This is an optimization exercise on Yosys and OpenROAD, whose aim is small area and a short achievable clock period, not a production implementation.
Function was checked by simulation only, so behaviour that the tests miss may differ from the original.

// DCT_one_dimensional
module DCT_one_dimensional
(
    input   wire                    sys_clk         ,
    input   wire                    sys_rst_n       ,
    input   wire                    start           ,
    input   wire            [95:0]  DCT_data_in     ,
    output  wire    signed  [11:0]  DCT_data_o_z0   ,
    output  wire    signed  [11:0]  DCT_data_o_z1   ,
    output  wire    signed  [11:0]  DCT_data_o_z2   ,
    output  wire    signed  [11:0]  DCT_data_o_z3   ,
    output  wire    signed  [11:0]  DCT_data_o_z4   ,
    output  wire    signed  [11:0]  DCT_data_o_z5   ,
    output  wire    signed  [11:0]  DCT_data_o_z6   ,
    output  wire    signed  [11:0]  DCT_data_o_z7   ,
    output  wire                    data_en
);
reg     [9:1]   st      ;
always @(posedge sys_clk or negedge sys_rst_n)
    if (sys_rst_n == 1'b0)
        st <= 9'd0;
    else
        st <= {st[8:1], start};
assign data_en = st[9];
reg             busy    ;
always @(posedge sys_clk or negedge sys_rst_n)
    if (sys_rst_n == 1'b0)
        busy <= 1'b0;
    else if (start == 1'b1)
        busy <= 1'b1;
    else if (st[5] == 1'b1)
        busy <= 1'b0;
wire    b_last  = st[6];
wire    r_last  = st[7];
wire    a_clr   = st[2];
  ...
For scale: roughly 380 flip-flops, ~200 I/O pins, ~0.021 mm² of cells after synthesis.
clock: 5.0 ns
lec_check: 0
abc_area: 1
cap_margin: 20
core_margin: 2
core_utilization: 50
cts_buf_list: sky130_fd_sc_hd__clkbuf_8 sky130_fd_sc_hd__clkbuf_16
cts_cluster_diameter: 100
cts_cluster_size: 25
setup_slack_margin: 2.6
slew_margin: 20
standard.sh (not shown) runs the stock make flow with config.mk's settings and CLKGATE_MAP_FILE= SYNTH_SCRIPT=/design/flow/synth_recipe.tcl, a recipe that flattens the netlist after the stock synthesis.
==> flow/flow/run.sh <==
#!/bin/bash
# The standard layout, with the I/O port buffers made from plain buffers
# (sky130_fd_sc_hd__buf_1) instead of the delay-cell buffers buffer_ports
# picks by default. Every port still gets its buffer.
set -euo pipefail
export BUFFER_PORTS_ARGS="-buffer_cell sky130_fd_sc_hd__buf_1"
bash standard.sh > standard.log 2>&1
Change:
- CORE_UTILIZATION: 50 -> 40
- SETUP_SLACK_MARGIN: 2.6 -> 2.7
Outcome:
- cell area grows by a few percent
- area after synthesis stays the same
- sequential share of layout area shrinks by 0.85 points
- cell count grows by a few percent
- worst setup slack improves by 0.078 ns
- global-route usage shrinks by 5.8 points
- non-clock buffer count grows by 21
- clock-buffer cell count grows by 1
Change:
- CORE_UTILIZATION: 40 -> 50
After rerunning:
- The changed run passed the timing, design-rule and antenna checks
- final area goes down slightly
- cell count goes down by a few percent
- via count goes up slightly
- die area goes down by about a fifth
- fmax goes down by a few percent
- sequential share of layout area goes up by 0.44 points
Change:
- CORE_UTILIZATION: 50 -> 45
- SETUP_SLACK_MARGIN: 2.7 -> 2.6
The new run ran to the end with no violations.
Global-route usage falls by 2.4 points.
Flip-flop and latch count does not change.
Final area drops by 1.0%.
Via count is about the same.
Die area rose by 11%.
Change:
- CORE_UTILIZATION: 45 -> 40
- clock skew came out lower by 0.013 ns
- maximum frequency rises by 3.3%
- wire length fell by 4.6%
- via count decreases by 2.1%

* * *

Starting RTL as in the previous note.
Design DCT_one_dimensional, start of the top module:
module DCT_one_dimensional
(
    input   wire                    sys_clk         ,
    input   wire                    sys_rst_n       ,
    input   wire                    start           ,
    input   wire            [95:0]  DCT_data_in     ,
    output  wire    signed  [11:0]  DCT_data_o_z0   ,
    output  wire    signed  [11:0]  DCT_data_o_z1   ,
    output  wire    signed  [11:0]  DCT_data_o_z2   ,
    output  wire    signed  [11:0]  DCT_data_o_z3   ,
    output  wire    signed  [11:0]  DCT_data_o_z4   ,
    output  wire    signed  [11:0]  DCT_data_o_z5   ,
    output  wire    signed  [11:0]  DCT_data_o_z6   ,
    output  wire    signed  [11:0]  DCT_data_o_z7   ,
    output  wire                    data_en
);
==> flow/config.mk <==
export PLATFORM = sky130hd
export DESIGN_NAME = DCT_one_dimensional
export DESIGN_NICKNAME = DCT_one_dimensional
export VERILOG_FILES = /design/flow/design.v
export SDC_FILE = /design/flow/constraint.sdc
export NUM_CORES = 4
export LEC_CHECK = 0
export ABC_AREA = 1
export CAP_MARGIN = 5
export CORE_MARGIN = 2
export CORE_UTILIZATION = 40
export CTS_BUF_LIST = sky130_fd_sc_hd__clkbuf_8 sky130_fd_sc_hd__clkbuf_16
export CTS_CLUSTER_DIAMETER = 100
export CTS_CLUSTER_SIZE = 25
export SETUP_SLACK_MARGIN = 2.6
export SLEW_MARGIN = 5
==> flow/constraint.sdc <==
create_clock -name core_clock -period 5.0 [get_ports {sys_clk}]
set_input_delay 1.0000 -clock core_clock [delete_from_list [all_inputs] [get_ports {sys_clk}]]
set_output_delay 1.0000 -clock core_clock [all_outputs]
set_load 0.01 [all_outputs]
Scripts as last shown in full above: flow/flow/run.sh
Next try:
CAP_MARGIN = 20   (was 5)
CTS_CLUSTER_SIZE = 28   (was 25)
SLEW_MARGIN = 20   (was 5)
Routed wire length hardly moves.
Critical path depth does not change.
Register-to-register slack stays flat.
Setup slack stays flat.
Via count barely changes.
Synthesized cell count does not change.

* * *

main:
DCT_one_dimensional, a different RTL version from the one above (not shown whole).
Size: ~3200 cells after synthesis, about 390 flip-flops.
Settings: LEC_CHECK=0, ABC_AREA=1, CAP_MARGIN=20, CORE_MARGIN=2, CORE_UTILIZATION=40, SETUP_SLACK_MARGIN=2.2, SLEW_MARGIN=20; clock period 5.0 ns.
run.sh (not shown) runs the stock make flow with config.mk's settings and CLKGATE_MAP_FILE= SYNTH_SCRIPT=/design/flow/synth_recipe.tcl, a recipe that flattens the netlist after the stock synthesis.
Stock flow here: none of the scripts above is used.
main ran to completion and came out clean on the timing, design-rule and antenna checks.
What the feature branch does differently from main at the input level:
Settings: changing SETUP_SLACK_MARGIN from 2.2 to 2.0; removing ABC_AREA (formerly 1).
### Flow results
- Result for the feature branch and main: all clean
- The feature branch vs main on post-detailed-routing wire length: the feature branch is the lower one.
- Relative to main, final weighted congestion in routability-driven placement has gone down in the feature branch.
- Looking at cell at the slowest stage of the critical path, the sky130_fd_sc_hd__or4_4 result is from the feature branch; the sky130_fd_sc_hd__dfrtp_4 one comes from main.
- Looking at most common library cell in the layout ignoring fill and taps, the sky130_fd_sc_hd__dfxtp_1 result is from the feature branch; the sky130_fd_sc_hd__nand2_1 one comes from main.
- Delta (the feature branch minus main): count of instances resized after the clock tree is built went up; pin slew with the least headroom to its limit lower; worst slack after detailed placement fell by 0.41 ns.

* * *

== job 9712 ==
DCT_one_dimensional, a different RTL version from the one above (not shown whole).
Size: roughly 3200 cells after synthesis, ~390 flip-flops, about 200 I/O pins, ~22000 um2 of cells after synthesis.
clock: 5.0 ns
lec_check: 0
abc_area: 1
cap_margin: 20
core_margin: 2
core_utilization: 60
cts_buf_list: sky130_fd_sc_hd__clkbuf_8 sky130_fd_sc_hd__clkbuf_16
cts_cluster_diameter: 100
cts_cluster_size: 25
setup_slack_margin: 2.6
slew_margin: 20
standard.sh (not shown) runs the stock make flow with config.mk's settings and CLKGATE_MAP_FILE= SYNTH_SCRIPT=/design/flow/synth_recipe.tcl, a recipe that flattens the netlist after the stock synthesis.
Scripts as last shown in full above: flow/flow/run.sh
Inputs modified between job 9712 and job 9909:
- CORE_UTILIZATION: 60 -> 40
## What came out
Looking at the reports, job 9909 completed the entire flow and the layout it produced met the timing, design-rule and antenna checks. Job 9909: setup slack 0.0072 ns above job 9712. Largest stage delay on the critical path (lower): job 9909. Re count of clock buffers in the final design: job 9712 and job 9909 aren't equal, and the higher value belongs to job 9909. Of job 9712 and job 9909, job 9909 shows the higher critical path data arrival time, with job 9712 below it. Of job 9909 and job 9712, it is job 9909 that has the lower multi-input gate share of the layout cell area. For wire length, job 9909 and job 9712 come out practically identical. Summary of job 9909 over job 9712: combined area of all synthesized cells comparable; largest driver fanout on the critical path now larger; critical path data required time now larger.
Here is what was changed in the inputs of job 3090 compared with job 9909.
- CORE_UTILIZATION changed from 40 to 70
==> comparison <==
Comparing job 9909 against job 3090, there is no change at all in post-synthesis share of cell area spent on full adders, half adders and majority gates. Highest-delay cell along the critical path = sky130_fd_sc_hd__ha_1: job 3090; highest-delay cell along the critical path = sky130_fd_sc_hd__dfxtp_4: job 9909. Cmp job 3090 vs job 9909: global-route track usage on met2 higher in job 3090. On job 3090: number of buffers added by the clock tree synthesis step is 4 lower than what job 9909 gave. Job 3090 has completed all stages; timing, DRC and antenna checks passed.
The following lists how job 8412 was set up differently from job 3090:
- changing CORE_UTILIZATION from 70 to 50
## What came out
- Post-placement cell count ended up 190 higher on job 8412 than on job 3090.
- Per the comparison of job 8412 with job 3090, count of fill cells added during filler insertion moved up; buffers plus inverters on the worst setup path now larger.
- Relative to job 3090, the initial standard-cell utilization of the core of job 8412 is lower by 20 points.
- In the flow results for job 8412 and job 3090, the clock-buffer cell count is larger on job 3090.
- Maximum buffer depth of the clock tree: job 3090 vs job 8412 identical
- Job 3090 has lower post-cts repair resize count than job 8412.
- On count of flip-flops with a built-in enable after synthesis, job 3090 tracks job 8412 almost exactly.
- Any difference in tightest hold margin between job 8412 and job 3090 is small enough to ignore.

* * *

DCT_one_dimensional, a different RTL version from the one above (not shown whole).
Size: ~3200 cells after synthesis, roughly 400 flip-flops, about 200 I/O pins.
export LEC_CHECK = 0
export ABC_AREA = 1
export CAP_MARGIN = 20
export CORE_MARGIN = 2
export CORE_UTILIZATION = 40
export CTS_BUF_LIST = sky130_fd_sc_hd__clkbuf_8 sky130_fd_sc_hd__clkbuf_16
export CTS_CLUSTER_DIAMETER = 100
export CTS_CLUSTER_SIZE = 25
export SETUP_SLACK_MARGIN = 2.6
export SLEW_MARGIN = 20
create_clock -name core_clock -period 5.0 [get_ports {sys_clk}]
Scripts as last shown in full above: flow/flow/run.sh
The starting point finished clean.
Edit:
--- a/flow/config.mk
+++ b/flow/config.mk
@@ -11,5 +11,5 @@
 export CORE_UTILIZATION = 40
-export CTS_BUF_LIST = sky130_fd_sc_hd__clkbuf_8 sky130_fd_sc_hd__clkbuf_16
-export CTS_CLUSTER_DIAMETER = 100
-export CTS_CLUSTER_SIZE = 25
+export CTS_BUF_LIST = sky130_fd_sc_hd__clkbuf_16
+export CTS_CLUSTER_DIAMETER = 80
+export CTS_CLUSTER_SIZE = 30
 export SETUP_SLACK_MARGIN = 2.6
Outcome: Clock-buffer cell count is higher by 3; global-route usage barely changes; clock skew barely changes.
Edit:
--- a/flow/config.mk
+++ b/flow/config.mk
@@ -7,9 +7,5 @@
 export LEC_CHECK = 0
-export ABC_AREA = 1
 export CAP_MARGIN = 20
 export CORE_MARGIN = 2
-export CORE_UTILIZATION = 40
-export CTS_BUF_LIST = sky130_fd_sc_hd__clkbuf_16
-export CTS_CLUSTER_DIAMETER = 80
-export CTS_CLUSTER_SIZE = 30
+export CORE_UTILIZATION = 55
 export SETUP_SLACK_MARGIN = 2.6
After rerunning: Routed wire length is lower by 13%. Die area drops by 34%. Cell count came out lower by 31%. Global-route usage climbs by 6.1 points.
Edit:
--- a/flow/config.mk
+++ b/flow/config.mk
@@ -7,5 +7,9 @@
 export LEC_CHECK = 0
+export ABC_AREA = 1
 export CAP_MARGIN = 20
 export CORE_MARGIN = 2
-export CORE_UTILIZATION = 55
+export CORE_UTILIZATION = 40
+export CTS_BUF_LIST = sky130_fd_sc_hd__clkbuf_8 sky130_fd_sc_hd__clkbuf_16
+export CTS_CLUSTER_DIAMETER = 120
+export CTS_CLUSTER_SIZE = 32
 export SETUP_SLACK_MARGIN = 2.6
Outcome:
- critical path depth goes up by 3
- worst setup slack gains 0.38 ns
- cell count rose by well over a third
- utilization goes down by 24 points
- global-route usage goes down by 6.2 points
- worst hold slack got worse by 0.011 ns
- design area barely changes
- maximum frequency climbs by about a fifth
- sequential share of layout area drops by 0.20 points

what the ideal ports hide:
In the flow no input, the clock included, has a driving cell. The finished layouts below were timed again as built, in two steps. Step 1, drivers: a clkbuf_16 drives sys_clk and a buf_2 each remaining input, both assumed. Step 2 times the ports against the registers' clock, not the clock port: input delays grow and output delays shrink by t, the midpoint of the rising clock arrivals with the driver on. Slacks: no drivers / after step 1 / after step 2; pairs: no drivers / after step 1.
run	t (ns)	setup WS [ns]	clock arrival spread, ns	slew at the worst register clock pin (ns)	worst slew at a driven data input, ns
the first run of note 1	0.609	2.567 / 2.567 / 2.567	0.030 / 0.030	0.10 / 0.10	0.05
the second run of note 1	0.611	2.644 / 2.644 / 2.644	0.023 / 0.024	0.10 / 0.10	0.05
the third run of note 1	0.609	2.592 / 2.592 / 2.592	0.030 / 0.031	0.10 / 0.10	0.05
the fourth run of note 1	0.613	2.601 / 2.601 / 2.601	0.033 / 0.033	0.11 / 0.11	0.05
the fifth run of note 1	0.613	2.677 / 2.677 / 2.677	0.025 / 0.025	0.10 / 0.10	0.05
the first run of note 2	0.613	2.677 / 2.677 / 2.677	0.025 / 0.025	0.10 / 0.10	0.05
the second run of note 2	0.609	2.677 / 2.677 / 2.677	0.037 / 0.037	0.11 / 0.11	0.05
main	0.639	2.301 / 2.301 / 2.301	0.027 / 0.027	0.07 / 0.07	0.05
the feature branch	0.637	1.994 / 1.994 / 1.994	0.018 / 0.017	0.07 / 0.07	0.05
job 9712	0.600	2.635 / 2.635 / 2.635	0.031 / 0.030	0.10 / 0.10	0.04
job 9909	0.613	2.642 / 2.642 / 2.642	0.022 / 0.021	0.10 / 0.10	0.05
job 3090	0.594	2.551 / 2.551 / 2.551	0.016 / 0.016	0.10 / 0.10	0.05
job 8412	0.603	2.659 / 2.659 / 2.659	0.029 / 0.029	0.10 / 0.10	0.05
the first run of note 5	0.625	2.651 / 2.651 / 2.651	0.032 / 0.032	0.10 / 0.10	0.05
the second run of note 5	0.655	2.589 / 2.589 / 2.589	0.028 / 0.028	0.11 / 0.11	0.05
the third run of note 5	0.615	2.278 / 2.278 / 2.278	0.027 / 0.027	0.06 / 0.06	0.05
the fourth run of note 5	0.600	2.660 / 2.660 / 2.660	0.035 / 0.034	0.12 / 0.12	0.05
After both steps setup and hold are still met in every run listed.
